Background: an optimization exercise with open tools, aiming at small area. Do not read the settings as production practice. The RTL was checked by simulation tests, not by an equivalence proof against the original design. No driver is modelled on the clock port, so clocking that relies on it looks cheaper here than on a real chip. Power and IR drop assume default switching activity.

<file path="flow/run.sh">
#!/bin/bash
# Own layout flow: the standard synthesis, then its combinational logic remapped for area
# with ABC (registers kept as they are, same names and cells), then the standard layout
# steps with plain buf_1 port buffers.
set -euo pipefail
W=$(pwd)
F=$W/flow
LIB=$FLOW_HOME/platforms/sky130hd/lib/sky130_fd_sc_hd__tt_025C_1v80.lib
YOSYS=$FLOW_HOME/../tools/install/yosys/bin/yosys
R=$W/orfs/results/sky130hd/ula/base

bash standard.sh synth > $W/std_synth.log 2>&1
cp $R/1_2_yosys.v $W/std_netlist.v

python3 $F/gen_models.py $LIB $W/std_netlist.v $W/models_in.v
DU=$(sed 's/^/-dont_use /' $F/dontuse.txt | tr '\n' ' ')
grep -oE "sky130_fd_sc_hd__\w*df\w* \S+" $W/std_netlist.v | sort > $W/regs_std.txt || true
python3 $F/cutff.py $W/std_netlist.v $W/eq_gold.v gold
echo "resynthesis not used" > $W/resyn_used.txt
for S in resyn resyn_fallback; do
  cat > $W/$S.ys <<EOT
read_verilog $W/models_in.v
read_verilog $W/std_netlist.v
hierarchy -top $FLOW_TOP
flatten
opt_clean -purge
techmap
opt -fast
abc -script $F/$S.abc -liberty $LIB $DU
opt_clean -purge
hilomap -singleton -hicell sky130_fd_sc_hd__conb_1 HI -locell sky130_fd_sc_hd__conb_1 LO
opt_clean -purge
splitnets
opt_clean -purge
stat -liberty $LIB
write_verilog -noattr -noexpr -nohex -nodec $W/${S}_netlist.v
EOT
  $YOSYS -s $W/$S.ys > $W/$S.log 2>&1 || continue
  grep -oE "sky130_fd_sc_hd__\w*df\w* \S+" $W/${S}_netlist.v | sort > $W/regs_$S.txt || true
  cmp -s $W/regs_std.txt $W/regs_$S.txt || continue
  cat $W/std_netlist.v $W/${S}_netlist.v > $W/both_$S.v
  python3 $F/gen_models.py $LIB $W/both_$S.v $W/models_eq_$S.v
  python3 $F/cutff.py $W/${S}_netlist.v $W/eq_gate_$S.v gate
  cat > $W/eq_$S.ys <<EOT
read_verilog $W/models_eq_$S.v
read_verilog $W/eq_gold.v
read_verilog $W/eq_gate_$S.v
flatten gold gate
select -set ports gold/i:* gold/o:* gate/i:* gate/o:*
rename -hide gold/w:* gate/w:* @ports %d
opt_clean -purge
equiv_make gold gate eq
hierarchy -top eq
equiv_simple
equiv_status -assert
EOT
  $YOSYS -s $W/eq_$S.ys > $W/eq_$S.log 2>&1 || continue
  echo "used $S: equivalent to the standard netlist" > $W/resyn_used.txt
  cp $W/${S}_netlist.v $R/1_2_yosys.v
  touch $R/1_2_yosys.v
  break
done

EXTRA=()
if [[ -f $F/cts_args.txt ]]; then EXTRA+=("CTS_ARGS=$(cat $F/cts_args.txt)"); fi
bash standard.sh "BUFFER_PORTS_ARGS=-buffer_cell sky130_fd_sc_hd__buf_1" "${EXTRA[@]}" finish > $W/layout.log 2>&1
</file>
<file path="flow/cts_args.txt">
-sink_clustering_enable -sink_clustering_size 40 -sink_clustering_max_diameter 200 -buf_list sky130_fd_sc_hd__clkbuf_8 -root_buf sky130_fd_sc_hd__clkbuf_8 -dont_use_dummy_load -repair_clock_nets
</file>
<file path="flow/cutff.py">
#!/usr/bin/env python3
"""Turn a yosys-written gate netlist into a combinational one: every flip-flop instance is
removed, its Q net becomes input port, its D/DE nets output ports, named after the instance.
usage: cutff.py IN OUT MODNAME"""
import re, sys
src, dst, modname = sys.argv[1:4]
s = open(src).read()
inst_re = re.compile(r'^\s*(sky130_fd_sc_hd__\w*df\w*)\s+(\S+)\s*\((.*?)\);\s*$', re.M | re.S)
ports_in, ports_out, assigns = [], [], []
def canon(n):
    return 'ff_' + re.sub(r'[^A-Za-z0-9_]', '_', n)
def repl(m):
    cell, inst, body = m.groups()
    conns = dict((p, n.strip()) for p, n in re.findall(r'\.(\w+)\(([^()]*)\)', body))
    c = canon(inst)
    ports_in.append(c + '_Q')
    assigns.append(f'  assign {conns["Q"]} = {c}_Q ;')
    for p in ('D', 'DE'):
        if p in conns:
            ports_out.append(f'{c}_{p}')
            assigns.append(f'  assign {c}_{p} = {conns[p]} ;')
    return ''
s = inst_re.sub(repl, s)
m = re.search(r'module\s+(\w+)\s*\((.*?)\);', s, re.S)
newhdr = f'module {modname}({m.group(2)}, ' + ', '.join(ports_in + ports_out) + ');\n' + \
    ''.join(f'  input {p};\n' for p in ports_in) + ''.join(f'  output {p};\n' for p in ports_out)
s = s[:m.start()] + newhdr + s[m.end():]
i = s.rindex('endmodule')
s = s[:i] + '\n'.join(assigns) + '\n' + s[i:]
open(dst, 'w').write(s)
</file>
<file path="flow/dontuse.txt">
sky130_fd_sc_hd__probe_p_8
sky130_fd_sc_hd__probec_p_8
sky130_fd_sc_hd__lpflow_bleeder_1
sky130_fd_sc_hd__lpflow_clkbufkapwr_1
sky130_fd_sc_hd__lpflow_clkbufkapwr_16
sky130_fd_sc_hd__lpflow_clkbufkapwr_2
sky130_fd_sc_hd__lpflow_clkbufkapwr_4
sky130_fd_sc_hd__lpflow_clkbufkapwr_8
sky130_fd_sc_hd__lpflow_clkinvkapwr_1
sky130_fd_sc_hd__lpflow_clkinvkapwr_16
sky130_fd_sc_hd__lpflow_clkinvkapwr_2
sky130_fd_sc_hd__lpflow_clkinvkapwr_4
sky130_fd_sc_hd__lpflow_clkinvkapwr_8
sky130_fd_sc_hd__lpflow_decapkapwr_12
sky130_fd_sc_hd__lpflow_decapkapwr_3
sky130_fd_sc_hd__lpflow_decapkapwr_4
sky130_fd_sc_hd__lpflow_decapkapwr_6
sky130_fd_sc_hd__lpflow_decapkapwr_8
sky130_fd_sc_hd__lpflow_inputiso0n_1
sky130_fd_sc_hd__lpflow_inputiso0p_1
sky130_fd_sc_hd__lpflow_inputiso1n_1
sky130_fd_sc_hd__lpflow_inputiso1p_1
sky130_fd_sc_hd__lpflow_inputisolatch_1
sky130_fd_sc_hd__lpflow_isobufsrc_1
sky130_fd_sc_hd__lpflow_isobufsrc_16
sky130_fd_sc_hd__lpflow_isobufsrc_2
sky130_fd_sc_hd__lpflow_isobufsrc_4
sky130_fd_sc_hd__lpflow_isobufsrc_8
sky130_fd_sc_hd__lpflow_isobufsrckapwr_16
sky130_fd_sc_hd__lpflow_lsbuf_lh_hl_isowell_tap_1
sky130_fd_sc_hd__lpflow_lsbuf_lh_hl_isowell_tap_2
sky130_fd_sc_hd__lpflow_lsbuf_lh_hl_isowell_tap_4
sky130_fd_sc_hd__lpflow_lsbuf_lh_isowell_4
sky130_fd_sc_hd__lpflow_lsbuf_lh_isowell_tap_1
sky130_fd_sc_hd__lpflow_lsbuf_lh_isowell_tap_2
sky130_fd_sc_hd__lpflow_lsbuf_lh_isowell_tap_4
sky130_fd_sc_hd__fill_1
sky130_fd_sc_hd__fill_2
sky130_fd_sc_hd__fill_4
sky130_fd_sc_hd__fill_8
</file>
<file path="flow/gen_models.py">
#!/usr/bin/env python3
"""Write Verilog models of the liberty cells a netlist uses: combinational cells as
assign statements (from the liberty 'function'), sequential cells as blackbox stubs.
usage: gen_models.py LIB NETLIST OUT"""
import re, sys

lib, netlist, out = sys.argv[1:4]
txt = open(lib).read()
used = set(re.findall(r'\b(sky130_fd_sc_hd__\w+)\s+\S+\s*\(', open(netlist).read()))

def blocks(s, kw):
    """yield (name, body) for each 'kw (name) { body }' at top level of s"""
    for m in re.finditer(r'\b' + kw + r'\s*\(\s*"?([^")]*)"?\s*\)\s*\{', s):
        i = m.end(); depth = 1
        while depth:
            c = s[i]
            if c == '{': depth += 1
            elif c == '}': depth -= 1
            i += 1
        yield m.group(1), s[m.end():i - 1], m.start(), i

def tover(f):
    f = f.replace('!', '~').replace("'", '')
    # juxtaposition = AND: insert & between operands separated by space
    f = re.sub(r'([\w\)])\s+(?=[\w\(~])', r'\1 & ', f)
    return f

cells = {}
for name, body, s0, s1 in blocks(txt, 'cell'):
    if name in used:
        cells[name] = body

o = open(out, 'w')
for name, body in sorted(cells.items()):
    # strip nested pin blocks
    pins = []
    for pname, pbody, a, b in blocks(body, 'pin'):
        d = re.search(r'direction\s*:\s*"?(\w+)"?', pbody).group(1)
        fn = re.search(r'\bfunction\s*:\s*"([^"]*)"', pbody)
        pins.append((pname, d, fn.group(1) if fn else None))
    seq = re.search(r'\b(ff|latch|statetable)\s*\(', body) is not None
    ports = [p[0] for p in pins]
    if seq:
        o.write('(* blackbox *)\n')
    o.write(f'module {name} ({", ".join(ports)});\n')
    for p, d, fn in pins:
        o.write(f'  {"input" if d == "input" else "output"} {p};\n')
    if not seq:
        for p, d, fn in pins:
            if d == 'output':
                assert fn, (name, p)
                o.write(f'  assign {p} = {tover(fn)};\n')
    o.write('endmodule\n\n')
</file>
<file path="flow/resyn.abc">
strash
&get -n
&fraig -x
&put
dc2
&get -n
&deepsyn -T 60
&put
&get -n
&dch -f
&nf -R 1000
&put
topo
</file>
<file path="flow/resyn_fallback.abc">
strash
&get -n
&fraig -x
&put
dc2
strash
&get -n
&dch -f
&nf -R 1000
&put
</file>
<file path="standard.sh">
#!/bin/bash
# synth_recipe.tcl (not shown) runs the flow's synth.tcl, then flattens the netlist and writes it again
# the make line also repeats each setting of config.mk as NAME=value (left out here)
make -C /OpenROAD-flow-scripts/flow DESIGN_CONFIG=/design/flow/config.mk WORK_HOME=/design/flow/orfs CLKGATE_MAP_FILE= SYNTH_SCRIPT=/design/flow/synth_recipe.tcl "${@:-finish}"
</file>
<file path="config.mk">
export PLATFORM = sky130hd
export DESIGN_NAME = ula
export DESIGN_NICKNAME = ula
export VERILOG_FILES = /design/flow/design.v
export SDC_FILE = /design/flow/constraint.sdc
export NUM_CORES = 4
export LEC_CHECK = 0
export ABC_AREA = 1
export CAP_MARGIN = 20
export CORE_MARGIN = 2
export CORE_UTILIZATION = 50
export SLEW_MARGIN = 20
</file>
<file path="constraint.sdc">
create_clock -name core_clock -period 200.0 [get_ports {CLK}]
set_input_delay 40.0000 -clock core_clock [delete_from_list [all_inputs] [get_ports {CLK}]]
set_output_delay 40.0000 -clock core_clock [all_outputs]
set_load 0.01 [all_outputs]
</file>
<file path="design.v">
module decoder(clk, rst, infra_vr, done, key);
input clk;
input rst;
input infra_vr;
output done;
output [7:0] key;
reg [1:0] st;           
reg [11:0] cnt;         
reg bc;                 
reg [5:0] pos;          
reg [7:0] sr;           
reg invb;               
reg mism;               
reg dr, db, done;
wire s_inf  = ~st[0] & ~st[1];
wire s_lead = st[0];
wire s_read = st[1];
wire hit200  = (cnt == 12'he14);
wire hit415  = (cnt == 12'h8e8);
wire hit2101 = (cnt == 12'h5a2);
wire hit2301 = (cnt == 12'hb4e);
wire hit2621 = (cnt == 12'h190);
wire p32 = pos[5] & ~pos[0];
wire p33 = pos[5] & pos[0];
wire trans = s_inf ? hit2301 : s_lead ? hit2101 : (hit2621 | p33);
wire cond = s_inf ? ~infra_vr : infra_vr;
wire shift = s_read & hit200 & ~pos[5];
wire phb   = pos[4] & pos[3];                        
wire ge25  = pos[5] | (pos[4] & pos[3] & (pos[2] | pos[1] | pos[0]));
wire setc  = s_read & hit415;
always @(posedge clk) begin
	if (rst) begin
		st <= 2'b00;
	end else if (trans) begin
		st <= {s_lead, s_inf};
	end
	if (rst | ~bc | trans)
		cnt <= 12'd0;
	else
		cnt <= {~cnt[10:0], ~(cnt[11] ^ cnt[10] ^ cnt[9] ^ cnt[3])};
	bc <= ~rst & ~trans & cond;
	if (rst | ~s_read)
		pos <= 6'd0;
	else if (hit200)
		pos <= pos + 1'b1;
	if (shift) begin
		sr <= {phb & sr[0], sr[7:1]};
		invb <= 1'b0;
		mism <= ge25 & (mism | (invb == sr[7]));
	end else if (setc) begin
		if (ge25) invb <= 1'b1;
		else sr[7] <= 1'b1;
	end
	dr <= ~rst & p32 & ~mism & (invb ^ sr[7]);
	db <= ~rst & dr;
	done <= ~rst & db;
end
assign key = sr;
endmodule
module all_in (CLK, rst, key_ok, key, A0, A1, B0, B1, C0, C1, C2, signA, signB, negC);
input CLK, rst, key_ok;
input [7:0] key;
output [6:0] A0, A1, B0, B1, C0, C1, C2;
output signA, signB, negC;
localparam [15:0] CNT_END = 16'hE705;    
function [6:0] seg_ab;
	input [3:0] d;
	case (d)
		4'd0: seg_ab = 7'b0000001;
		4'd1: seg_ab = 7'b1001111;
		4'd2: seg_ab = 7'b0010010;
		4'd3: seg_ab = 7'b0000110;
		4'd4: seg_ab = 7'b1001100;
		4'd5: seg_ab = 7'b0100100;
		4'd6: seg_ab = 7'b0100000;
		4'd7: seg_ab = 7'b0001111;
		4'd8: seg_ab = 7'b0000000;
		4'd9: seg_ab = 7'b0000100;
		4'd10: seg_ab = 7'b0010000;
		4'd11: seg_ab = 7'b0011110;
		4'd12: seg_ab = 7'b1001000;
		4'd13: seg_ab = 7'b1100100;
		4'd14: seg_ab = 7'b1110000;
		default: seg_ab = 7'b1111111;
	endcase
endfunction
function [6:0] seg_c;
	input [3:0] d;
	case (d)
		4'd0: seg_c = 7'b0000001;
		4'd1: seg_c = 7'b1001111;
		4'd2: seg_c = 7'b0010010;
		4'd3: seg_c = 7'b0000110;
		4'd4: seg_c = 7'b1001100;
		4'd5: seg_c = 7'b0100100;
		4'd6: seg_c = 7'b0100000;
		4'd7: seg_c = 7'b0001111;
		4'd8: seg_c = 7'b0000000;
		4'd9: seg_c = 7'b0000100;
		4'd10: seg_c = 7'b0010000;
		4'd11: seg_c = 7'b0001110;
		4'd12: seg_c = 7'b0001000;
		4'd13: seg_c = 7'b0100100;
		4'd14: seg_c = 7'b0100000;
		default: seg_c = 7'b0001111;
	endcase
endfunction
reg [2:0] q;
reg soma, sa, sb;
reg [3:0] at, au, bt, bu;
reg idle;               
reg ja;                 
reg [15:0] count;
wire on = ~(at[3] & at[2]);
wire kd  = (key[7:4] == 4'd0) & (key[3:0] <= 4'd9);
wire k12 = key == 8'h12;
wire k0F = key == 8'h0F;
wire k13 = key == 8'h13;
wire k10 = key == 8'h10;
wire k1A = key == 8'h1A;
wire k1E = key == 8'h1E;
wire k0C = key == 8'h0C;
wire lock = k12 |
	(~q[2] & on & (k0F | k13 | k10 | k1A | k1E | (k0C & q[0]))) |
	(q[2] & (kd | (k0C & ~(q[1] & q[0]))));
wire p12 = key[4] & ~key[3] & key[1] & ~key[0];
wire p0C = ~key[4] & key[3] & key[2] & ~key[0];
wire pd  = ~key[4] & ~(key[3] & key[2]);
wire p0F = ~key[4] & key[0];
wire p13 = key[4] & key[0];
wire p10 = key[4] & ~key[1];
wire p1A = key[4] & key[3] & ~key[2];
wire p1E = key[4] & key[2];
wire w = ~q[2];
wire blank = p12 & on;
wire clrA = (p12 & ~on) | (w & (p0F | p10));
wire clrB = (p12 & ~on) | (w & (p13 | p10));
wire ldd = q[2] & pd;
function [3:0] ndig;
	input [3:0] cur;
	input ld, clr, blk;
	input [3:0] k;
	ndig = ld ? k : clr ? 4'd0 : blk ? 4'hF : cur;
endfunction
wire [3:0] nat = ndig(at, ldd & ~q[1] & ~q[0], clrA, blank, key[3:0]);
wire [3:0] nau = ndig(au, ldd & ~q[1] & q[0], clrA, blank, key[3:0]);
wire [3:0] nbt = ndig(bt, ldd & q[1] & ~q[0], clrB, blank, key[3:0]);
wire [3:0] nbu = ndig(bu, ldd & q[1] & q[0], clrB, blank, key[3:0]);
reg [2:0] nq;
always @* begin
	if (p12) nq = on ? {1'b0, q[1] & q[0], q[0]} : q;
	else if (q[2]) nq = p0C ? q : q[0] ? {1'b0, q[1], q[0]} : {q[2], q[1], 1'b1};
	else if (p0F) nq = 3'b100;
	else if (p13) nq = 3'b110;
	else if (p0C) nq = q;
	else nq = 3'b000;
end
wire nsa = (blank | (w & (p0F | p10))) ? 1'b0 : (p0C & ~q[1]) ? ~sa : sa;
wire nsb = (blank | (w & (p13 | p10))) ? 1'b0 : (p0C & q[1]) ? ~sb : sb;
wire nsoma = (w & p1A) ? 1'b1 : (w & p1E) ? 1'b0 : soma;
wire [3:0] cat = ja ? nat : at;
wire [3:0] cau = ja ? nau : au;
wire [3:0] cbt = ja ? nbt : bt;
wire [3:0] cbu = ja ? nbu : bu;
wire csa = ja ? nsa : sa;
wire csb = ja ? nsb : sb;
always @(posedge CLK) begin
	if (rst) begin
		q <= 3'b000; soma <= 1'b1; sa <= 1'b0; sb <= 1'b0;
		at <= 4'hF; au <= 4'hF; bt <= 4'hF; bu <= 4'hF;
		idle <= 1'b1; ja <= 1'b0;
	end else begin
		if (ja) begin
			q <= nq; soma <= nsoma;
		end
		sa <= csa; sb <= csb;
		at <= cat; au <= cau; bt <= cbt; bu <= cbu;
		ja <= idle & key_ok & lock;
		if (~idle) idle <= count == CNT_END;
		else idle <= ~(key_ok & lock);
	end
	if (~idle)
		count <= {~count[14:0], ~(count[15] ^ count[14] ^ count[12] ^ count[3])};
	else
		count <= 16'd0;
end
assign A0 = seg_ab(cat);
assign A1 = seg_ab(cau);
assign B0 = seg_ab(cbt);
assign B1 = seg_ab(cbu);
assign signA = csa;
assign signB = csb;
wire sub = sa ^ sb ^ ~soma;
wire gt = {at, au} > {bt, bu};
wire cmp = sub & ~gt;
wire cin = sub & gt;
wire [3:0] yu = {sub ? ~(bu[3] | bu[2] | bu[1]) : bu[3], bu[2] ^ (sub & bu[1]), bu[1], bu[0] ^ sub};
wire [3:0] yt = {sub ? ~(bt[3] | bt[2] | bt[1]) : bt[3], bt[2] ^ (sub & bt[1]), bt[1], bt[0] ^ sub};
wire [4:0] zu = au + yu + cin;
wire cu = zu[4] | (zu[3] & (zu[2] | zu[1]));
wire [3:0] su = {cu ? zu[4] & zu[1] : zu[3], cu ? (zu[2] & zu[1]) | (zu[4] & ~zu[1]) : zu[2], zu[1] ^ cu, zu[0]};
wire [4:0] zt = at + yt + cu;
wire ct = zt[4] | (zt[3] & (zt[2] | zt[1]));
wire [3:0] st = {ct ? zt[4] & zt[1] : zt[3], ct ? (zt[2] & zt[1]) | (zt[4] & ~zt[1]) : zt[2], zt[1] ^ ct, zt[0]};
wire [3:0] ru = {cmp ? ~(su[3] | su[2] | su[1]) : su[3], su[2] ^ (cmp & su[1]), su[1], su[0] ^ cmp};
wire [3:0] rt = {cmp ? ~(st[3] | st[2] | st[1]) : st[3], st[2] ^ (cmp & st[1]), st[1], st[0] ^ cmp};
wire rh = ~sub & ct;
wire nz = rh | (ru != 4'd0) | (rt != 4'd0);
assign negC = on & (sa ^ cmp) & nz;
assign C0 = on ? {rh, 2'b00, rh, rh, rh, 1'b1} : 7'b1111111;
assign C1 = on ? seg_c(rt) : 7'b1111111;
assign C2 = on ? seg_c(ru) : 7'b1111111;
endmodule
module ula (infra, CLK, rst, A0, A1, B0, B1, C0, C1, C2, signA, signB, signC);
input infra, CLK, rst;
output [6:0] A0, A1, B0, B1, C0, C1, C2;
output signA, signB, signC;
wire key_ok;
wire [7:0] key;
wire negC;
decoder hope (.clk(CLK), .rst(rst), .infra_vr(infra), .done(key_ok), .key(key));
all_in inst (.CLK(CLK), .rst(rst), .key_ok(key_ok), .key(key), .A0(A0), .A1(A1), .B0(B0), .B1(B1),
             .C0(C0), .C1(C1), .C2(C2), .signA(signA), .signB(signB), .negC(negC));
assign signC = ~negC;
endmodule
</file>
==> results.toml, run 1 <==
[clocking]
root_buffer = "clkbuf_8"
post_cts_resize_count = 0
cts.hold.buffers_added = 0
cts-htree-levels = 3
cts_tree = "built"
path_clk_slew_ns = 0.07
clkSinkCount = 74
numCtsBuffers = 9
clk_path_buf_depth = 2
clk_latency_ns = 0.34
postCtsSetupRepairBufs = 0

[final_layout]
synthToLayoutAreaGrowth_pct = 12.2
drive_gt1_share_pct = 2.23
multi_input_area_um2 = 2190
finalInstanceArea_um2 = 4310
diodes = 0
nets = 544
ff_latch_area_um2 = 1570
fillers = 699
fin_util_pct = 58.8

[worst_setup_path]
crit_path_frequent_cell = "o21ai_0"
max_stage_delay_ns = 0.47
crit_slowest_cell = "dfxtp_1"
arrival_ns = 6.30
r2r-start = "hope.sr[3]$_DFFE_PP_"
crit_path_start_kind = "flop"
worstReg2RegEnd = "inst.bu[1]$_SDFF_PP1_"
r2r_slack_ns = 197.25
rr_worst_depth = 6
worstPathRequired_ns = 160.00
worstSetupPathType = "flop to output port"
cp_max_fo = 8
end_kind = "output port"

[floorplanning]
die_w_um = 91.6
io_pins = 55
initial_core_util_pct = 52.4
rows = 31
die_h_um = 91.6
coreArea_um2 = 7330
design.die.area_um2 = 8400

[timing]
maxSlewViolCount = 0
tightest_slew_ns = 0.923
setup_viol = 0
fmaxAchievable_ghz = 0.0216
period_share_pct = 23.1
rsz0062_at_grt = "no"
slew_headroom_pct = 37.9
fin_skew_ns = 0.0259
layout_min_cycle_time_ns = 46.30
hold_viol = 0
fin_tns_setup_ns = 0

[grt]
grt_pass1_wl_mm = 14.9
gr-total-overflow = 0
grt_pass1_vias = 3350
grt_util_all_layers_pct = 21.5
antenna_found_initial = 0
grt_max_degree = 33

[synth]
synth.net_count = 478
synth_area_um2 = 3840
syn_avg_cell_area_um2 = 8.08
yosys_warnings = 2
syn_inst = 475

[placed_design]
io_buffers = 53
placed_area_um2 = 4180
dp_hpwl_mm = 6.40
gp_congestion = 0.864

[drt]
drtAntennaViolNets = 0
drt_iter0_drc = 167
wirelength_met1_mm = 4.06
via_per_inst = 5.51
drcViolationCount = 0
num_vias = 3516
drt-total-wl_mm = 8.55
drtPass1Iterations = 4
wl_per_cell_um = 13.4
top_layer = "met4"
dr_wl_met3_um = 325
wl_met2_mm = 4.06

[hold_path]
min_to = "inst.count[11]$_SDFF_PP0_"
min_from = "inst.count[10]$_SDFF_PP0_"
hold-path-cell-count = 1
hold_path_class = "flop to flop"

[flow_run]
cap_violations = 0

[status]
status = "complete, no violations"

[power]
powerDensity_nw_per_um2 = 5.61
vdd_drop_max_mv = 0.00503
leakage_nw = 1.54
[critical path: cells and delay by family, from the launching register on]
family / cells / cell delay (ns)
and+or+nand+nor: 7 / 0.94
buffers and inverters: 1 / 0.17
DFF: 1 / 0.47
muxes: 2 / 0.53
adders and majority gates: 2 / 0.82
xor gates and xnor gates: 2 / 0.46
AOI/OAI and AO/OA: 14 / 2.59
[metrics by stage]
stage | setup slack (ns) | hold WS (ns) | std cells | power (W)
floorplan | 154.45 | 0.386 | 475 | 0.0000157
global placement | 154.31 | 0.394 | 629 | 0.0000159
detailed placement | 154.07 | 0.396 | 629 | 0.0000159
CTS | 153.70 | 0.410 | 638 | 0.0000244
global route | 153.13 | 0.431 | 638 | 0.0000250
finish | 153.70 | 0.406 | 638 | 0.0000242
[worst max-delay path by stage]
| stage | slack [ns] | start | endpoint |
|---|---|---|---|
| after floorplan | 154.45 | inst.bu[1]$_SDFF_PP1_ | C1[4] |
| after global placement | 154.31 | inst.bu[1]$_SDFF_PP1_ | C1[4] |
| after detailed placement | 154.07 | inst.bu[1]$_SDFF_PP1_ | C1[4] |
| after CTS | 153.70 | inst.bu[1]$_SDFF_PP1_ | C1[4] |
| after global routing | 153.13 | inst.bu[1]$_SDFF_PP1_ | C1[4] |
| final | 153.70 | inst.bu[1]$_SDFF_PP1_ | C1[4] |
[where the power goes]
part	total [W]	internal (W)	switching, W
clock network	0.00000857	0.00000401	0.00000456
logic	0.000000378	0.000000163	0.000000215
registers	0.0000152	0.0000151	0.000000117
[sequential cells by signal, indices dropped and copies added, names as in the netlist, 2 cells and up]
| register | flops |
|---|---|
| inst.count | 16 |
| hope.cnt | 12 |
| hope.sr | 8 |
| hope.pos | 6 |
| inst.at | 4 |
| inst.au | 4 |
| inst.bt | 4 |
| inst.bu | 4 |
| inst.q | 3 |
| hope.st | 2 |
[routing by layer]
layer  track usage (%)  vias to the layer above
li1                  -                     1834
met5                 0                        -
met4              7.83                        0
met2              37.6                       64
met1              26.3                     1609
met3              4.19                        9
[cell type report]
| cell class | count | share of cell area, % |
|---|---|---|
| Tap cell | 99 | 2.88 |
| Multi-Input combinational cell | 378 | 50.8 |
| Inverter | 23 | 2.00 |
| Timing Repair Buffer | 55 | 4.97 |
| Sequential cell | 74 | 36.5 |
| Clock buffer | 9 | 2.88 |
[cells in the final DEF (no fill, tap or decap), types with 4 or more instances in the layout]
master	instances
buf_1	53
a22oi_1	4
a221oi_1	7
mux2i_1	5
a21boi_0	4
nand3_1	10
a31oi_1	4
nor3_1	30
xor2_1	6
or2_0	11
o31ai_1	5
o21ai_0	30
clkinv_1	23
a221o_1	9
nor2_1	73
nand4b_1	4
a21oi_1	31
nor4_1	6
nor2b_1	11
nand2b_1	20
nand2_1	41
edfxtp_1	9
xnor2_1	18
dfxtp_1	65
and2_0	8
clkbuf_8	9
==> run 2, diff against run 1 <==
==> flow/cts_args.txt (replaced) <==
-buf_list sky130_fd_sc_hd__clkbuf_16 -root_buf sky130_fd_sc_hd__clkbuf_16 -dont_use_dummy_load -sink_clustering_size 100 -sink_clustering_max_diameter 500 -sink_clustering_enable
==> run 2 against run 1 <==
  * Via count barely moved
  * Largest cell class unchanged
  * Sequential share of layout area decreased by 0.84 points
  * Setup slack better by 0.017 ns
  * Cell area up 2.4%
==> results.toml, run 2 <==
[status]
status = "complete, no violations"

[timing]
maxSlewViolCount = 0
hold_viol = 0
layout_min_cycle_time_ns = 46.28
finalWorstSetupSlack_ns = 153.72
rsz0062_at_grt = "no"
fin_tns_setup_ns = 0
fin_skew_ns = 0.0183
setup_viol = 0
slew_headroom_pct = 37.7
fmaxAchievable_ghz = 0.0216
tightest_slew_ns = 0.926
period_share_pct = 23.1

[power]
p_seq_share_pct = 53.5
swShare_pct = 18.8
vdd_drop_max_mv = 0.00556
combPwrFrac_pct = 1.3
leakage_nw = 1.59
p_clk_share_pct = 45.2
p_sw_w = 0.00000535
p_int_w = 0.0000231
totalPowerFinal_w = 0.0000285
powerDensity_nw_per_um2 = 6.46

[drt]
via_per_inst = 5.51
wl_met2_mm = 4.15
drt_iter0_drc = 158
wirelength_met1_mm = 4.03
top_layer = "met4"
drcViolationCount = 0
dr_wl_met3_um = 300
drt-total-wl_mm = 8.58
wl_per_cell_um = 13.5
drtPass1Iterations = 4
num_vias = 3517
drtAntennaViolNets = 0

[clocking]
clkSinkCount = 74
cts.hold.buffers_added = 0
clk_path_buf_depth = 2
root_buffer = "clkbuf_16"
post_cts_resize_count = 0
cts_tree = "built"
path_clk_slew_ns = 0.05
cts-htree-levels = 3
numCtsBuffers = 9
clk_latency_ns = 0.32
postCtsSetupRepairBufs = 0

[final_layout]
largest-register = "inst.count"
largest_reg_flops = 16
mostFrequentLayoutCells = "nor2_1 (73), dfxtp_1 (65), buf_1 (53), nand2_1 (41), a21oi_1 (31)"
diodes = 0
nets = 544
synthToLayoutAreaGrowth_pct = 14.8
reg_top3 = "inst.count: 16 flops, hope.cnt: 12 flops, hope.sr: 8 flops"
drive_gt1_share_pct = 2.23
final_common_cell = "nor2_1"

[worst_setup_path]
crit_start = "inst.bu[1]$_SDFF_PP1_"
arrival_ns = 6.28
crit_slowest_cell = "dfxtp_1"
crit_family = "compound AO/OA/AOI/OAI gates"
crit_path_start_kind = "flop"
worstSetupPathType = "flop to output port"
rr_worst_depth = 6
r2r_slack_ns = 197.23
r2r-start = "hope.sr[3]$_DFFE_PP_"
worstReg2RegEnd = "inst.bu[1]$_SDFF_PP1_"
worstPathRequired_ns = 160.00
crit_path_end = "C1[4]"
max_stage_delay_ns = 0.47
end_kind = "output port"
cp_max_fo = 8
worst-path-buf-inv = 1
crit_path_frequent_cell = "o21ai_0"
path_depth = 28

[synth]
yosys_warnings = 2
syn_avg_cell_area_um2 = 8.08
syn_inst = 475
synth_area_um2 = 3840
synth.net_count = 478

[floorplanning]
die_w_um = 91.6
initial_core_util_pct = 52.4
rows = 31
coreArea_um2 = 7330
io_pins = 55
die_h_um = 91.6
design.die.area_um2 = 8400

[grt]
gr-total-overflow = 0
grt_pass1_wl_mm = 15.0
grt_util_all_layers_pct = 21.6
grt_max_degree = 33
antenna_found_initial = 0
grt_pass1_vias = 3399

[placed_design]
dp_hpwl_mm = 6.40
io_buffers = 53
dp_slack_ns = 154.07
gp_congestion = 0.864

[hold_path]
hold_path_class = "flop to flop"

[flow_run]
cap_violations = 0
## run 2: cell count changes in the layout (fill, tap and decap cells not counted)
cell       before  now
clkbuf_16       0    9
clkbuf_8        9    0
## run 2: worst register-to-register path: stages (launching register included)
cell and delay, ns:
edfxtp_1 0.60, nand2_1 0.19, nand3_1 0.16, nor3_1 0.56, nor3_1 0.28, a221oi_1 0.73
nand2b_1 0.10
## run 2: worst min-delay path by stage
stage	startpoint	to	slack, ns	cells past startpoint
after global routing	inst.count[7]$_SDFF_PP0_	inst.count[8]$_SDFF_PP0_	0.43	1
after CTS	inst.count[10]$_SDFF_PP0_	inst.count[11]$_SDFF_PP0_	0.41	1
after global placement	inst.count[5]$_SDFF_PP0_	inst.count[6]$_SDFF_PP0_	0.39	1
after detailed placement	inst.count[8]$_SDFF_PP0_	inst.count[9]$_SDFF_PP0_	0.40	1
final	inst.count[10]$_SDFF_PP0_	inst.count[11]$_SDFF_PP0_	0.40	1
after floorplan	inst.count[4]$_SDFF_PP0_	inst.count[5]$_SDFF_PP0_	0.39	1
## run 2: area by class of cell
type | count | area [µm²]
timing repair buffer | 55 | 214
inverter | 23 | 86.3
fill | 686 | 2920
clock buffer | 9 | 225
sequential | 74 | 1570
multi-input combinational | 378 | 2190
tap | 99 | 124
## run 2: metal layers
layer / up-vias / track usage (%)
met1: 1616 / 26.4
met4: 0 / 6.57
met5: - / 0
met3: 8 / 4.11
met2: 65 / 38.4
li1: 1828 / -
## run 2: power by group through the flow
stage | Combinational, W | Sequential [W] | Clock [W]
2_1_floorplan | 0.000000231 | 0.0000155 | 0
6_report | 0.000000376 | 0.0000152 | 0.0000129
4_1_cts | 0.000000384 | 0.0000152 | 0.0000132
3_5_place_dp | 0.000000385 | 0.0000155 | 0
5_1_grt | 0.000000430 | 0.0000153 | 0.0000137
3_3_place_gp | 0.000000377 | 0.0000155 | 0
## run 2: per-stage QoR
stage / hold slack, ns / utilization, % / cell area, µm² / std cells
6_report: 0.404 / 60.1 / 4410 / 638
5_1_grt: 0.427 / 60.1 / 4410 / 638
4_1_cts: 0.408 / 60.1 / 4410 / 638
3_5_place_dp: 0.396 / 57.1 / 4180 / 629
3_3_place_gp: 0.394 / 57.1 / 4180 / 629
2_1_floorplan: 0.386 / - / 3840 / 475
==> run 3, diff against run 2 <==
--- a/design.v
+++ b/design.v
@@ -109,3 +109,4 @@
 reg soma, sa, sb;
-reg [3:0] at, au, bt, bu;
+reg [3:0] atn, aun, btn, bun;    
+wire [3:0] at = ~atn, au = ~aun, bt = ~btn, bu = ~bun;
 reg idle;               
@@ -138,12 +139,13 @@
 wire ldd = q[2] & pd;
-function [3:0] ndig;
-	input [3:0] cur;
-	input ld, clr, blk;
-	input [3:0] k;
-	ndig = ld ? k : clr ? 4'd0 : blk ? 4'hF : cur;
-endfunction
-wire [3:0] nat = ndig(at, ldd & ~q[1] & ~q[0], clrA, blank, key[3:0]);
-wire [3:0] nau = ndig(au, ldd & ~q[1] & q[0], clrA, blank, key[3:0]);
-wire [3:0] nbt = ndig(bt, ldd & q[1] & ~q[0], clrB, blank, key[3:0]);
-wire [3:0] nbu = ndig(bu, ldd & q[1] & q[0], clrB, blank, key[3:0]);
+wire dset = ja & blank;
+wire ld_at = ja & ldd & ~q[1] & ~q[0];
+wire ld_au = ja & ldd & ~q[1] & q[0];
+wire ld_bt = ja & ldd & q[1] & ~q[0];
+wire ld_bu = ja & ldd & q[1] & q[0];
+wire jclrA = ja & clrA;
+wire jclrB = ja & clrB;
+wire [3:0] cat = {4{dset}} | (at & {4{~(jclrA | ld_at)}}) | (key[3:0] & {4{ld_at}});
+wire [3:0] cau = {4{dset}} | (au & {4{~(jclrA | ld_au)}}) | (key[3:0] & {4{ld_au}});
+wire [3:0] cbt = {4{dset}} | (bt & {4{~(jclrB | ld_bt)}}) | (key[3:0] & {4{ld_bt}});
+wire [3:0] cbu = {4{dset}} | (bu & {4{~(jclrB | ld_bu)}}) | (key[3:0] & {4{ld_bu}});
 reg [2:0] nq;
@@ -160,6 +162,2 @@
 wire nsoma = (w & p1A) ? 1'b1 : (w & p1E) ? 1'b0 : soma;
-wire [3:0] cat = ja ? nat : at;
-wire [3:0] cau = ja ? nau : au;
-wire [3:0] cbt = ja ? nbt : bt;
-wire [3:0] cbu = ja ? nbu : bu;
 wire csa = ja ? nsa : sa;
@@ -169,3 +167,2 @@
 		q <= 3'b000; soma <= 1'b1; sa <= 1'b0; sb <= 1'b0;
-		at <= 4'hF; au <= 4'hF; bt <= 4'hF; bu <= 4'hF;
 		idle <= 1'b1; ja <= 1'b0;
@@ -176,3 +173,2 @@
 		sa <= csa; sb <= csb;
-		at <= cat; au <= cau; bt <= cbt; bu <= cbu;
 		ja <= idle & key_ok & lock;
@@ -181,2 +177,3 @@
 	end
+	atn <= ~(cat | {4{rst}}); aun <= ~(cau | {4{rst}}); btn <= ~(cbt | {4{rst}}); bun <= ~(cbu | {4{rst}});
 	if (~idle)
@@ -193,5 +190,3 @@
 wire sub = sa ^ sb ^ ~soma;
-wire gt = {at, au} > {bt, bu};
-wire cmp = sub & ~gt;
-wire cin = sub & gt;
+wire cin = 1'b0;
 wire [3:0] yu = {sub ? ~(bu[3] | bu[2] | bu[1]) : bu[3], bu[2] ^ (sub & bu[1]), bu[1], bu[0] ^ sub};
@@ -204,4 +199,10 @@
 wire [3:0] st = {ct ? zt[4] & zt[1] : zt[3], ct ? (zt[2] & zt[1]) | (zt[4] & ~zt[1]) : zt[2], zt[1] ^ ct, zt[0]};
-wire [3:0] ru = {cmp ? ~(su[3] | su[2] | su[1]) : su[3], su[2] ^ (cmp & su[1]), su[1], su[0] ^ cmp};
-wire [3:0] rt = {cmp ? ~(st[3] | st[2] | st[1]) : st[3], st[2] ^ (cmp & st[1]), st[1], st[0] ^ cmp};
+wire gt = ct;
+wire cmp = sub & ~gt;
+wire inc = sub & gt;
+wire u9 = su[3] & su[0];
+wire [3:0] su1 = u9 ? 4'd0 : su + 4'd1;
+wire [3:0] st1 = (inc & u9) ? st + 4'd1 : st;
+wire [3:0] ru = cmp ? 4'd9 - su : inc ? su1 : su;
+wire [3:0] rt = cmp ? 4'd9 - st : st1;
 wire rh = ~sub & ct;
--- a/flow/run.sh
+++ b/flow/run.sh
@@ -14,2 +14,4 @@
 
+# remap the combinational logic with ABC: several seeds in parallel, then the smallest
+# result that keeps the registers and is combinationally equivalent to the standard netlist
 python3 $F/gen_models.py $LIB $W/std_netlist.v $W/models_in.v
@@ -19,3 +21,4 @@
 echo "resynthesis not used" > $W/resyn_used.txt
-for S in resyn resyn_fallback; do
+CANDS="resyn_s1 resyn_s2 resyn_s3 resyn_s4 resyn_fallback"
+for S in $CANDS; do
   cat > $W/$S.ys <<EOT
@@ -34,6 +37,13 @@
 opt_clean -purge
-stat -liberty $LIB
+tee -o $W/$S.stat stat -liberty $LIB
 write_verilog -noattr -noexpr -nohex -nodec $W/${S}_netlist.v
 EOT
-  $YOSYS -s $W/$S.ys > $W/$S.log 2>&1 || continue
+  ( $YOSYS -s $W/$S.ys > $W/$S.log 2>&1 || true ) &
+done
+wait
+for S in $CANDS; do
+  a=$(grep -s "Chip area" $W/$S.stat | awk '{print $NF}')
+  [[ -n "$a" ]] && echo "$a $S"
+done | sort -g > $W/resyn_areas.txt
+for S in $(awk '{print $2}' $W/resyn_areas.txt); do
   grep -oE "sky130_fd_sc_hd__\w*df\w* \S+" $W/${S}_netlist.v | sort > $W/regs_$S.txt || true
==> flow/cts_args.txt (replaced) <==
-sink_clustering_enable -buf_list sky130_fd_sc_hd__clkbuf_4 -root_buf sky130_fd_sc_hd__clkbuf_8 -dont_use_dummy_load -repair_clock_nets
==> flow/resyn_s1.abc (new file) <==
strash
&get -n
&fraig -x
&put
dc2
&get -n
&deepsyn -T 60 -S 1
&put
&get -n
&dch -f
&nf -R 1000
&put
topo
==> flow/resyn_s2.abc (new file) <==
strash
&get -n
&fraig -x
&put
dc2
&get -n
&deepsyn -T 60 -S 2
&put
&get -n
&dch -f
&nf -R 1000
&put
topo
==> flow/resyn_s3.abc (new file) <==
strash
&get -n
&fraig -x
&put
dc2
&get -n
&deepsyn -T 60 -S 3
&put
&get -n
&dch -f
&nf -R 1000
&put
topo
==> flow/resyn_s4.abc (new file) <==
strash
&get -n
&fraig -x
&put
dc2
&get -n
&deepsyn -T 60 -S 4
&put
&get -n
&dch -f
&nf -R 1000
&put
topo
--- a/config.mk
+++ b/config.mk
@@ -10,3 +10,3 @@
 export CORE_MARGIN = 2
-export CORE_UTILIZATION = 50
+export CORE_UTILIZATION = 70
 export SLEW_MARGIN = 20
removed: flow/resyn.abc
==> run 3 against run 2 <==
  * Critical path depth shrank 1
  * Sequential share of layout area grew 1.6 points
  * Sequential cell count is the same
  * Maximum frequency shrank 1.5%
  * Via count grew 7.8%
  * Register-to-register slack lost 0.11 ns
  * Utilization grew 21 points
  * Synthesized cell count grew 2.7%
  * Clock skew grew 0.0093 ns
  * Still clean on timing, DRC and antenna
  * Clock power shrank 33%
  * Power shrank 15%
==> results.toml, run 3 <==
[final_layout]
diodes = 0
reg_top3 = "inst.count: 16 flops, hope.cnt: 12 flops, hope.sr: 8 flops"
drive_gt1_share_pct = 1.99
final_common_cell = "nor2_1"
fin_util_pct = 81.6
final_cells = 622
synthToLayoutAreaGrowth_pct = 11.2
largest_reg_flops = 16
mostFrequentLayoutCells = "nor2_1 (98), dfxtp_1 (65), o21ai_0 (55), buf_1 (53), a21oi_1 (41)"
largest-register = "inst.count"
fillers = 372
nets = 557

[drt]
wl_met2_mm = 4.43
dr_wl_met3_um = 552
via_per_inst = 6.10
drcViolationCount = 0
drt_iter0_drc = 297
wl_per_cell_um = 14.4
num_vias = 3793
drt-total-wl_mm = 8.98
drtAntennaViolNets = 0
wirelength_met1_mm = 3.81
drtPass1Iterations = 5
top_layer = "met4"

[power]
combPwrFrac_pct = 1.6
p_seq_share_pct = 62.8
totalPowerFinal_w = 0.0000243
p_clk_share_pct = 35.7
vdd_drop_max_mv = 0.00725
p_sw_w = 0.00000503
leakage_nw = 1.48
powerDensity_nw_per_um2 = 5.75
p_int_w = 0.0000192
swShare_pct = 20.7

[worst_setup_path]
crit_path_start_kind = "flop"
end_kind = "output port"
worstSetupPathType = "flop to output port"
cp_max_fo = 12
r2r_slack_ns = 197.12
worstPathRequired_ns = 160.00
arrival_ns = 6.98

[grt]
grt_pass1_vias = 3372
grt_pass1_wl_mm = 15.2
grt_max_degree = 33
antenna_found_initial = 0
gr-total-overflow = 0
grt_util_all_layers_pct = 31.0

[timing]
fin_tns_setup_ns = 0
rsz0062_at_grt = "no"
fmaxAchievable_ghz = 0.0213
slew_headroom_pct = 33.8
hold_viol = 0
layout_min_cycle_time_ns = 46.98
period_share_pct = 23.5
tightest_slew_ns = 0.986
finalWorstSetupSlack_ns = 153.02
maxSlewViolCount = 0
setup_viol = 0
fin_skew_ns = 0.0275

[flow_run]
cap_violations = 0

[placed_design]
io_buffers = 53
dp_slack_ns = 153.56
gp_congestion = 0.906
dp.cells = 613
dp_hpwl_mm = 6.35

[floorplanning]
die_w_um = 77.6
rows = 26
design.die.area_um2 = 6030
coreArea_um2 = 5170
initial_core_util_pct = 73.4
io_pins = 55
die_h_um = 77.6

[synth]
syn_inst = 488
syn_avg_cell_area_um2 = 7.78
yosys_warnings = 2
synth_area_um2 = 3800
synth.net_count = 491

[clocking]
clk_path_buf_depth = 2
clk_latency_ns = 0.35
cts-htree-levels = 3
clkSinkCount = 74
postCtsSetupRepairBufs = 0
post_cts_resize_count = 0
cts_tree = "built"
numCtsBuffers = 9
path_clk_slew_ns = 0.08
root_buffer = "clkbuf_8"
cts.hold.buffers_added = 0

[hold_path]
hold_path_class = "flop to flop"

[status]
status = "complete, no violations"
[run 3: routing by layer]
layer | vias to the layer above | global-route usage (%)
met2 | 147 | 52.7
met4 | 0 | 10.2
li1 | 1866 | -
met5 | - | 0
met1 | 1758 | 38.9
met3 | 22 | 6.98
[run 3: path summary, 6_finish.rpt]
kind | from | to | depth (start not counted)
worst max register to register | hope.sr[3]$_DFFE_PP_ | inst.aun[0]$_DFF_P_ | 9
worst max-delay path | inst.sb$_SDFF_PP0_ | C2[2] | 27
worst min-delay path | inst.count[5]$_SDFF_PP0_ | inst.count[6]$_SDFF_PP0_ | 1
worst min register to register | inst.count[5]$_SDFF_PP0_ | inst.count[6]$_SDFF_PP0_ | 1
[run 3: final cells by class]
| cell class | count | area, µm² | share of cell area (%) |
|---|---|---|---|
| clock buffer | 9 | 124 | 2.93 |
| inverter | 20 | 75.1 | 1.78 |
| multi-input combinational | 394 | 2150 | 50.9 |
| sequential | 74 | 1570 | 37.2 |
| tap | 70 | 87.6 | 2.07 |
| timing repair buffer | 55 | 214 | 5.07 |
[run 3: worst max-delay path, cell delays in order, from the launching register on]
cell	delay, ns
dfxtp_1	0.33
xnor2_1	0.20
xnor2_1	0.80
xnor2_1	0.20
nor2_1	0.08
a21o_1	0.20
xnor2_1	0.30
o22a_1	0.22
nor2_1	0.09
maj3_1	0.40
o21ai_0	0.24
o21ai_0	0.15
xnor2_1	0.39
and2_0	0.23
o22ai_1	0.14
maj3_1	0.42
a32o_1	0.37
nand2_1	0.15
xnor2_1	0.14
or3_1	0.38
nor2_1	0.13
nor2_1	0.08
a21oi_1	0.21
o21ai_0	0.14
o21ai_0	0.12
o21ai_0	0.17
or2_0	0.23
buf_1	0.13
[run 3: power groups by stage]
stage / sequential, W / combinational [W] / clock [W]
floorplan: 0.0000155 / 0.000000211 / 0
global placement: 0.0000155 / 0.000000356 / 0
detailed placement: 0.0000156 / 0.000000370 / 0
CTS: 0.0000152 / 0.000000376 / 0.00000870
global route: 0.0000152 / 0.000000431 / 0.00000920
finish: 0.0000152 / 0.000000380 / 0.00000866
[run 3: stage by stage]
stage	instance area [µm²]	hold WS (ns)
2_1_floorplan	3800	0.378
3_3_place_gp	4100	0.390
3_5_place_dp	4100	0.396
4_1_cts	4220	0.400
5_1_grt	4220	0.412
6_report	4220	0.400
==> run 4, diff against run 3 <==
==> flow/cts_args.txt (replaced) <==
-sink_clustering_enable -buf_list sky130_fd_sc_hd__clkbuf_4 -root_buf sky130_fd_sc_hd__clkbuf_4 -dont_use_dummy_load -repair_clock_nets
==> run 4 against run 3 <==
  * Worst hold slack worse by 0.026 ns
  * Cell area down 2.2%
  * Sequential power about the same
  * Count of clock-buffer cells in the layout unchanged
  * Non-clock buffer count down 2
  * Critical path depth down 1
  * Clock skew up 0.0069 ns
  * Register-to-register slack better by 0.16 ns
  * Critical path type unchanged
  * Critical endpoint is now signC
==> results.toml, run 4 <==
[worst_setup_path]
worstReg2RegEnd = "inst.btn[1]$_DFF_P_"
rr_worst_depth = 6
arrival_ns = 7.55
r2r-start = "hope.sr[0]$_DFFE_PP_"
crit_path_start_kind = "flop"
crit_start = "inst.soma$_SDFFE_PP1P_"
worstPathRequired_ns = 160.00
end_kind = "output port"
worstSetupPathType = "flop to output port"
r2r_slack_ns = 197.28
cp_max_fo = 7
crit_path_end = "signC"

[floorplanning]
io_pins = 55
die_h_um = 77.4
die_w_um = 77.4
design.die.area_um2 = 6000
rows = 26
initial_core_util_pct = 73.4
coreArea_um2 = 5140

[clocking]
cts.hold.buffers_added = 0
clk_latency_ns = 0.42
root_buffer = "clkbuf_4"
numCtsBuffers = 9
cts_tree = "built"
post_cts_resize_count = 0
path_clk_slew_ns = 0.12
clkSinkCount = 74
clk_path_buf_depth = 2
cts-htree-levels = 3
postCtsSetupRepairBufs = 0

[power]
powerDensity_nw_per_um2 = 5.34
leakage_nw = 1.56
vdd_drop_max_mv = 0.00660

[grt]
met2_usage_pct = 52.3
grt_util_all_layers_pct = 30.6
top_usage_layer = "met2"
grt_max_degree = 19
use_met3_pct = 6.05
antenna_found_initial = 0
gr-total-overflow = 0
met1_usage_pct = 36.1
grt_pass1_vias = 3393
grt_pass1_wl_mm = 14.8

[timing]
hold_viol = 0
tightest_slew_ns = 0.976
setup_viol = 0
layout_min_cycle_time_ns = 47.55
rsz0062_at_grt = "no"
fin_tns_setup_ns = 0
slew_headroom_pct = 34.7
fin_skew_ns = 0.0344
fmaxAchievable_ghz = 0.0210
maxSlewViolCount = 0
period_share_pct = 23.8

[drt]
wl_per_cell_um = 14.3
num_vias = 3672
drtPass1Iterations = 5
drcViolationCount = 0
drt-total-wl_mm = 8.81
drt_iter0_drc = 182
via_per_inst = 5.95
drtAntennaViolNets = 0

[placed_design]
gp_congestion = 0.928
dp_hpwl_mm = 6.47
io_buffers = 53

[final_layout]
drive_gt1_share_pct = 1.65
largest_reg_flops = 16
fin_util_pct = 80.3
diodes = 0
mostFrequentLayoutCells = "nor2_1 (94), dfxtp_1 (65), nand2_1 (53), buf_1 (53), o21ai_0 (43)"
largest-register = "inst.count"
nets = 552
synthToLayoutAreaGrowth_pct = 9.38
reg_top3 = "inst.count: 16 flops, hope.cnt: 12 flops, hope.sr: 8 flops"
final_common_cell = "nor2_1"

[hold_path]
hold_path_class = "flop to flop"

[synth]
syn_avg_cell_area_um2 = 7.78
yosys_warnings = 2
synth_area_um2 = 3770
synth.net_count = 488
syn_inst = 485

[flow_run]
cap_violations = 0

[status]
status = "complete, no violations"
-- run 4: area by class of cell --
| type | instances | area [µm²] |
|---|---|---|
| tap | 70 | 87.6 |
| inverter | 16 | 60.1 |
| clock buffer | 9 | 67.6 |
| multi-input combinational | 395 | 2140 |
| sequential | 74 | 1570 |
| timing repair buffer | 53 | 199 |
| fill | 371 | 1010 |
-- run 4: worst max-delay path: stages (launching register included) --
cell and delay (ns):
dfxtp_1 0.38, xor2_1 0.35, xor2_1 0.49, o21ai_0 0.23, maj3_1 0.43, maj3_1 0.38, a21oi_1 0.42, nor4_1 0.17
o21ai_0 0.19, nand2_1 0.12, maj3_1 0.40, maj3_1 0.39, maj3_1 0.42, nand2b_1 0.15, nor2_1 0.05, nor2_1 0.30
nand2_1 0.22, nor2_1 0.25, nor2_1 0.09, xnor2_1 0.39, clkinv_1 0.16, nor2_1 0.22, clkinv_1 0.12, nor3_1 0.32
a311oi_1 0.14, o21ai_0 0.18, buf_1 0.17
-- run 4: how the worst min path moves through the flow --
stage	start	end	slack, ns	depth (start not counted)
2_1_floorplan	inst.count[7]$_SDFF_PP0_	inst.count[8]$_SDFF_PP0_	0.38	1
3_3_place_gp	inst.count[5]$_SDFF_PP0_	inst.count[6]$_SDFF_PP0_	0.39	1
3_5_place_dp	inst.count[2]$_SDFF_PP0_	inst.count[3]$_SDFF_PP0_	0.39	1
4_1_cts	inst.count[13]$_SDFF_PP0_	inst.count[14]$_SDFF_PP0_	0.37	1
5_1_grt	inst.count[13]$_SDFF_PP0_	inst.count[14]$_SDFF_PP0_	0.39	1
6_report	inst.count[13]$_SDFF_PP0_	inst.count[14]$_SDFF_PP0_	0.37	1
-- run 4: metal layers --
metal | vias to the layer above | wire, µm
li1 | 1828 | -
met1 | 1707 | 3840
met2 | 115 | 4330
met3 | 22 | 429
met4 | 0 | 211
met5 | - | 0
-- run 4: power by group --
group | internal [W] | leakage, nW | switching [W]
Combinational | 0.000000124 | 0.908 | 0.000000276
Clock | 0.00000209 | 0.0414 | 0.00000436
Sequential | 0.0000151 | 0.609 | 0.000000123
-- run 4: per-stage QoR --
step                      setup WS [ns]  instances  hold WS, ns  cell area, µm²  power [W]
after floorplan                  154.05        485        0.378            3770  0.0000158
after global placement           153.50        608        0.391            4060  0.0000159
after detailed placement         153.05        608        0.394            4060  0.0000159
after CTS                        152.58        617        0.372            4130  0.0000221
after global routing             151.94        617        0.393            4130  0.0000226
final                            152.45        617        0.374            4130  0.0000221
==> run 5, diff against run 4 <==
--- a/config.mk
+++ b/config.mk
@@ -10,3 +10,3 @@
 export CORE_MARGIN = 2
-export CORE_UTILIZATION = 70
+export CORE_UTILIZATION = 80
 export SLEW_MARGIN = 20
==> run 5 against run 4 <==
  * The flow now stops in global placement
  * Area after synthesis down 0.40%
  * Synthesized cell count up 0.62%
==> results.toml, run 5 <==
[status]
stop_stage = "global placement"
status = "did not finish"
error = "[ERROR GPL-0301] Utilization 101.360 % exceeds 100%."

[floorplanning]
io_pins = 55
rows = 24
die_h_um = 72.6
die_w_um = 72.6
initial_core_util_pct = 84.6

[synth]
yosys_warnings = 2
syn_avg_cell_area_um2 = 7.70
syn_inst = 488
synth_area_um2 = 3760
synth.net_count = 491

[placed_design]
io_buffers = 53
==> run 6, diff against run 5 <==
==> flow/cts_args.txt (replaced) <==
-sink_clustering_enable -sink_clustering_size 40 -sink_clustering_max_diameter 200 -buf_list sky130_fd_sc_hd__clkbuf_8 -root_buf sky130_fd_sc_hd__clkbuf_8 -dont_use_dummy_load -repair_clock_nets
--- a/config.mk
+++ b/config.mk
@@ -10,3 +10,3 @@
 export CORE_MARGIN = 2
-export CORE_UTILIZATION = 80
+export CORE_UTILIZATION = 50
 export SLEW_MARGIN = 20
==> run 6 against run 5 <==
  * The run now finishes clean
  * Synthesized cell count unchanged
  * Area after synthesis down 0.37%
==> results.toml, run 6 <==
[status]
status = "complete, no violations"

[placed_design]
gp_congestion = 0.870
dp_hpwl_mm = 6.20
io_buffers = 53

[power]
swShare_pct = 20.3
vdd_drop_max_mv = 0.00554
combPwrFrac_pct = 1.6
p_clk_share_pct = 35.5
totalPowerFinal_w = 0.0000242
powerDensity_nw_per_um2 = 5.74
p_seq_share_pct = 63.0
p_int_w = 0.0000193
p_sw_w = 0.00000491
leakage_nw = 1.49

[timing]
hold_viol = 0
layout_min_cycle_time_ns = 46.51
tightest_slew_ns = 0.775
period_share_pct = 23.3
fin_tns_setup_ns = 0
fmaxAchievable_ghz = 0.0215
maxSlewViolCount = 0
rsz0062_at_grt = "no"
fin_skew_ns = 0.0251
slew_headroom_pct = 48.2
setup_viol = 0

[grt]
antenna_found_initial = 0
use_met3_pct = 3.17
met2_usage_pct = 37.7
gr-total-overflow = 0
met1_usage_pct = 25.1
grt_util_all_layers_pct = 21.1
grt_pass1_wl_mm = 14.4
top_usage_layer = "met2"
grt_max_degree = 33
grt_pass1_vias = 3250

[final_layout]
reg_top3 = "inst.count: 16 flops, hope.cnt: 12 flops, hope.sr: 8 flops"
multi_input_area_um2 = 2110
mostFrequentLayoutCells = "nor2_1 (80), dfxtp_1 (65), nand2_1 (62), buf_1 (53)"
ff_latch_area_um2 = 1570
fillers = 738
largest-register = "inst.count"
diodes = 0
final_common_cell = "nor2_1"
drive_gt1_share_pct = 1.99
largest_reg_flops = 16
nets = 557
synthToLayoutAreaGrowth_pct = 12.3

[worst_setup_path]
arrival_ns = 6.51
end_kind = "output port"
crit_path_frequent_cell = "nand2_1"
crit_slowest_cell = "maj3_1"
cp_max_fo = 14
max_stage_delay_ns = 0.41
worstSetupPathType = "flop to output port"
crit_path_start_kind = "flop"
worstPathRequired_ns = 160.00

[drt]
drtPass1Iterations = 4
drtAntennaViolNets = 0
drt_iter0_drc = 195
via_per_inst = 5.44
wl_per_cell_um = 12.9
num_vias = 3542
drt-total-wl_mm = 8.37
drcViolationCount = 0

[synth]
yosys_warnings = 2
synth_area_um2 = 3750
synth.net_count = 491
syn_avg_cell_area_um2 = 7.68
syn_inst = 488

[clocking]
cts.hold.buffers_added = 0
cts_tree = "built"
clk_path_buf_depth = 2
cts-htree-levels = 3
path_clk_slew_ns = 0.08
root_buffer = "clkbuf_8"
post_cts_resize_count = 0
numCtsBuffers = 9
postCtsSetupRepairBufs = 0
clk_latency_ns = 0.35
clkSinkCount = 74

[floorplanning]
design.die.area_um2 = 8200
rows = 31
die_h_um = 90.6
die_w_um = 90.6
initial_core_util_pct = 51.6
coreArea_um2 = 7250
io_pins = 55

[hold_path]
hold_path_class = "flop to flop"

[flow_run]
cap_violations = 0
==> run 6: area by class of cell <==
class                   count  area share (%)
repair buffers             55            5.08
inverters                  17            1.52
multi-input cells         397            50.2
flip-flops and latches     74            37.3
well taps                  99            2.94
clock buffers               9            2.94
==> run 6: metal layers <==
metal  vias up  wire length [µm]
met4         0               120
met5         -                 0
met1      1634              3890
met3        12               258
li1       1840                 -
met2        56              4110
==> run 6: critical path, delay by kind of cell, from the launching register on <==
kind,cells,cell delay (ns)
compound gates,9,1.75
xor+xnor,5,1.05
fa+ha+maj,2,0.69
buf+inv,5,0.68
flops,1,0.32
simple gates,14,1.70
==> run 6: path summary, 6_finish.rpt <==
| check | cells past startpoint | endpoint | slack, ns | startpoint |
|---|---|---|---|---|
| worst min register to register | 1 | inst.count[12]$_SDFF_PP0_ | 0.41 | inst.count[11]$_SDFF_PP0_ |
| worst max register to register | 7 | inst.bun[1]$_DFF_P_ | 197.03 | hope.sr[0]$_DFFE_PP_ |
| worst min-delay path | 1 | inst.count[12]$_SDFF_PP0_ | 0.41 | inst.count[11]$_SDFF_PP0_ |
| worst max-delay path | 35 | C1[0] | 153.49 | inst.soma$_SDFFE_PP1P_ |
==> run 6: through the flow <==
step / util, % / instances / cell area (µm²) / worst slack, ns / hold WS, ns
after floorplan: - / 488 / 3750 / 154.18 / 0.378
after global placement: 56.3 / 642 / 4080 / 154.25 / 0.391
after detailed placement: 56.3 / 642 / 4080 / 153.93 / 0.396
after CTS: 58.0 / 651 / 4210 / 153.56 / 0.408
after global routing: 58.0 / 651 / 4210 / 152.81 / 0.424
final: 58.0 / 651 / 4210 / 153.49 / 0.406
==> run 6: power groups by stage <==
| stage | Combinational (W) | Sequential [W] | Clock [W] |
|---|---|---|---|
| floorplan | 0.000000228 | 0.0000155 | 0 |
| global placement | 0.000000387 | 0.0000155 | 0 |
| detailed placement | 0.000000387 | 0.0000155 | 0 |
| CTS | 0.000000388 | 0.0000152 | 0.00000875 |
| global route | 0.000000436 | 0.0000152 | 0.00000941 |
| finish | 0.000000380 | 0.0000152 | 0.00000857 |
==> run 7, diff against run 6 <==
--- a/flow/run.sh
+++ b/flow/run.sh
@@ -21,3 +21,4 @@
 echo "resynthesis not used" > $W/resyn_used.txt
-CANDS="resyn_s1 resyn_s2 resyn_s3 resyn_s4 resyn_fallback"
+CANDS="resyn_s1 resyn_s2 resyn_s3 resyn_s4 resyn_s5 resyn_s6 resyn_s7 resyn_s8 resyn_fallback"
+n=0
 for S in $CANDS; do
@@ -41,2 +42,4 @@
   ( $YOSYS -s $W/$S.ys > $W/$S.log 2>&1 || true ) &
+  n=$((n + 1))
+  if (( n % 4 == 0 )); then wait; fi
 done
@@ -45,3 +48,3 @@
   a=$(grep -s "Chip area" $W/$S.stat | awk '{print $NF}')
-  [[ -n "$a" ]] && echo "$a $S"
+  if [[ -n "$a" ]]; then echo "$a $S"; fi
 done | sort -g > $W/resyn_areas.txt
@@ -75,2 +78,3 @@
 if [[ -f $F/cts_args.txt ]]; then EXTRA+=("CTS_ARGS=$(cat $F/cts_args.txt)"); fi
+EXTRA+=("POST_CTS_TCL=$F/clk_downsize.tcl" "CLK_SLEW_TARGET=0.105")
 bash standard.sh "BUFFER_PORTS_ARGS=-buffer_cell sky130_fd_sc_hd__buf_1" "${EXTRA[@]}" finish > $W/layout.log 2>&1
==> flow/clk_downsize.tcl (new file) <==
# Downsize the clock tree's buffers one at a time, keeping each change only while the
# largest clock-pin slew of the registers, estimated from placement, stays below
# CLK_SLEW_TARGET (ns).
proc clk_pin_max_slew {} {
  estimate_parasitics -placement
  set mx 0
  foreach pin [get_pins -hierarchical */CLK] {
    foreach p {slew_max_rise slew_max_fall} {
      set s [get_property $pin $p]
      if {$s > $mx} { set mx $s }
    }
  }
  return $mx
}
set target $::env(CLK_SLEW_TARGET)
set small sky130_fd_sc_hd__clkbuf_4
set bufs {}
foreach inst [get_cells *] {
  set m [get_property $inst ref_name]
  if {$m eq "sky130_fd_sc_hd__clkbuf_8" || $m eq "sky130_fd_sc_hd__clkbuf_16"} { lappend bufs [list $inst $m] }
}
puts "clock downsizing: start slew [clk_pin_max_slew], [llength $bufs] buffers"
# leaves (names with _f_) before the root
set bufs [lsort -command {apply {{a b} {expr {[string match "*_f_*" [get_full_name [lindex $b 0]]] - [string match "*_f_*" [get_full_name [lindex $a 0]]]}}}} $bufs]
foreach b $bufs {
  lassign $b inst m
  replace_cell $inst $small
  set s [clk_pin_max_slew]
  if {$s > $target} {
    replace_cell $inst $m
    puts "clock downsizing: kept [get_full_name $inst] ($s)"
  } else {
    puts "clock downsizing: [get_full_name $inst] -> $small ($s)"
  }
}
puts "clock downsizing: end slew [clk_pin_max_slew]"
==> flow/resyn_s5.abc (new file) <==
strash
&get -n
&fraig -x
&put
dc2
&get -n
&deepsyn -T 60 -S 5
&put
&get -n
&dch -f
&nf -R 1000
&put
topo
==> flow/resyn_s6.abc (new file) <==
strash
&get -n
&fraig -x
&put
dc2
&get -n
&deepsyn -T 60 -S 6
&put
&get -n
&dch -f
&nf -R 1000
&put
topo
==> flow/resyn_s7.abc (new file) <==
strash
&get -n
&fraig -x
&put
dc2
&get -n
&deepsyn -T 60 -S 7
&put
&get -n
&dch -f
&nf -R 1000
&put
topo
==> flow/resyn_s8.abc (new file) <==
strash
&get -n
&fraig -x
&put
dc2
&get -n
&deepsyn -T 60 -S 8
&put
&get -n
&dch -f
&nf -R 1000
&put
topo
--- a/config.mk
+++ b/config.mk
@@ -10,3 +10,3 @@
 export CORE_MARGIN = 2
-export CORE_UTILIZATION = 50
+export CORE_UTILIZATION = 70
 export SLEW_MARGIN = 20
==> run 7 against run 6 <==
  * Maximum frequency is 4.6% lower
  * Combinational power about the same
  * Via count rose by 3.9%
  * Utilization grew 22 points
  * Global-route usage up 11 points
  * Critical endpoint unchanged
  * Largest cell class unchanged
  * Highest routed layer unchanged
==> results.toml, run 7 <==
[timing]
hold-worst-slack_ns = 0.406
hold_viol = 0
slew_headroom_pct = 40.4
fin_skew_ns = 0.0235
fmaxAchievable_ghz = 0.0205
maxSlewViolCount = 0
fin_tns_setup_ns = 0
period_share_pct = 24.4
setup_viol = 0
rsz0062_at_grt = "no"
layout_min_cycle_time_ns = 48.76
tightest_slew_ns = 0.894

[power]
powerDensity_nw_per_um2 = 5.44
totalPowerFinal_w = 0.0000223
leakage_nw = 1.51
vdd_drop_max_mv = 0.00509

[final_layout]
diodes = 0
ff_latch_area_um2 = 1570
fin_util_pct = 79.9
final_cells = 609
mostFrequentLayoutCells = "nor2_1 (83), dfxtp_1 (65), buf_1 (53)"
largest_reg_flops = 16
synthToLayoutAreaGrowth_pct = 10.1
final_common_cell = "nor2_1"
fillers = 401
multi_input_area_um2 = 2110
drive_gt1_share_pct = 2.04
reg_top3 = "inst.count: 16 flops, hope.cnt: 12 flops, hope.sr: 8 flops"
largest-register = "inst.count"
nets = 544

[placed_design]
dp_hpwl_mm = 6.38
gp_congestion = 0.918
io_buffers = 53
dp.cells = 600

[worst_setup_path]
worstSetupPathType = "flop to output port"
worstPathRequired_ns = 160.00
r2r_slack_ns = 197.41
crit_path_start_kind = "flop"
worstReg2RegEnd = "inst.btn[0]$_DFF_P_"
crit_start = "inst.sb$_SDFF_PP0_"
end_kind = "output port"
max_stage_delay_ns = 0.64
r2r-start = "hope.sr[3]$_DFFE_PP_"
cp_max_fo = 11
crit_slowest_cell = "xor2_1"
arrival_ns = 8.76
rr_worst_depth = 7

[clocking]
cts_tree = "built"
clk_latency_ns = 0.41
path_clk_slew_ns = 0.09
clkSinkCount = 74

[hold_path]
hold_path_class = "flop to flop"
min_to = "inst.count[12]$_SDFF_PP0_"
min_from = "inst.count[11]$_SDFF_PP0_"
hold-path-cell-count = 1

[floorplanning]
design.die.area_um2 = 5930
die_h_um = 77.0
die_w_um = 77.0
io_pins = 55
initial_core_util_pct = 72.6
coreArea_um2 = 5140
rows = 26

[drt]
via_per_inst = 6.04
drtAntennaViolNets = 0
drcViolationCount = 0
drt_iter0_drc = 213
drtPass1Iterations = 5
drt-total-wl_mm = 8.95
num_vias = 3679
wl_per_cell_um = 14.7

[flow_run]
cap_violations = 0

[grt]
grt_util_all_layers_pct = 32.0
grt_pass1_vias = 3502
antenna_found_initial = 0
gr-total-overflow = 0
grt_pass1_wl_mm = 15.5
grt_max_degree = 19

[synth]
syn_inst = 475
synth.net_count = 478
syn_avg_cell_area_um2 = 7.85
synth_area_um2 = 3730
yosys_warnings = 2

[status]
status = "complete, no violations"
## run 7: how the worst max path moves through the flow
stage               endpoint  slack (ns)  cells past startpoint
floorplan              C1[0]      152.74                     31
global placement       C1[0]      152.32                     33
detailed placement     C1[0]      151.81                     33
global route           C1[0]      150.55                     33
finish                 C1[0]      151.24                     33
## run 7: through the flow
stage,setup WS [ns],cell area (µm²)
after global routing,150.55,4110
final,151.24,4110
after detailed placement,151.81,4030
after floorplan,152.74,3730
after global placement,152.32,4030
## run 7: metal layers
| metal | GRT usage [%] | wire length [µm] | vias to the layer above |
|---|---|---|---|
| li1 | - | - | 1818 |
| met1 | 38.1 | 3830 | 1700 |
| met2 | 56.4 | 4430 | 143 |
| met3 | 7.65 | 555 | 18 |
| met4 | 10.9 | 141 | 0 |
| met5 | 0 | 0 | - |
## run 7: layout make-up
| cell class | count | share of cell area (%) |
|---|---|---|
| clock buffer | 9 | 1.80 |
| inverter | 12 | 1.10 |
| multi-input combinational | 389 | 51.5 |
| sequential | 74 | 38.3 |
| tap | 70 | 2.13 |
| timing repair buffer | 55 | 5.21 |
## run 7: power by group
| group | total [W] | switching (W) | internal, W | leakage, nW |
|---|---|---|---|---|
| clock network | 0.00000674 | 0.00000444 | 0.00000230 | 0.0440 |
| registers | 0.0000152 | 0.000000120 | 0.0000151 | 0.609 |
| logic | 0.000000378 | 0.000000259 | 0.000000119 | 0.859 |
## run 7: critical path: cells and delay by family, from the launching register on
family                   cells  cell delay, ns
XOR/XNOR                     4            1.59
adder cells (fa/ha/maj)      4            1.63
AND/OR/NAND/NOR             11            2.04
buffers and inverters        2            0.18
multiplexers                 1            0.33
flip-flops                   1            0.37
AO/OA/AOI/OAI               11            2.22

==> afterwards: timing with drivers on the ports <==
How much do the figures lean on ideal ports? The routed layouts below were timed once more, with nothing changed but the port constraints. Step 1 sets driving cells, clkbuf_16 on the clock port and buf_2 on the other inputs (assumed; they add their load-dependent delay and slew). Step 2 moves the port delays by t, midway between the first and last clock arrival at a register: inputs arrive t later, outputs are due t later. That takes back most of the time a late clock gives input paths. Three values: no drivers, after step 1, after step 2; two values: the first two.
run | t, ns | slack for setup (ns) | worst hold slack (ns) | clock arrival spread, ns | pins driven straight from the clock port
run 1 | 0.358 | 153.701 / 153.671 / 154.030 | 0.406 / 0.406 / 0.406 | 0.026 / 0.027 | 1
run 2 | 0.350 | 153.718 / 153.684 / 154.034 | 0.404 / 0.404 / 0.404 | 0.020 / 0.019 | 1
run 3 | 0.362 | 153.018 / 152.988 / 153.351 | 0.400 / 0.400 / 0.400 | 0.028 / 0.027 | 1
run 4 | 0.432 | 152.449 / 152.423 / 152.856 | 0.374 / 0.374 / 0.374 | 0.035 / 0.035 | 1
run 6 | 0.368 | 153.487 / 153.456 / 153.824 | 0.406 / 0.406 / 0.406 | 0.026 / 0.027 | 1
run 7 | 0.431 | 151.235 / 151.207 / 151.638 | 0.406 / 0.406 / 0.406 | 0.024 / 0.024 | 1
After both steps setup and hold are still met in every run listed.
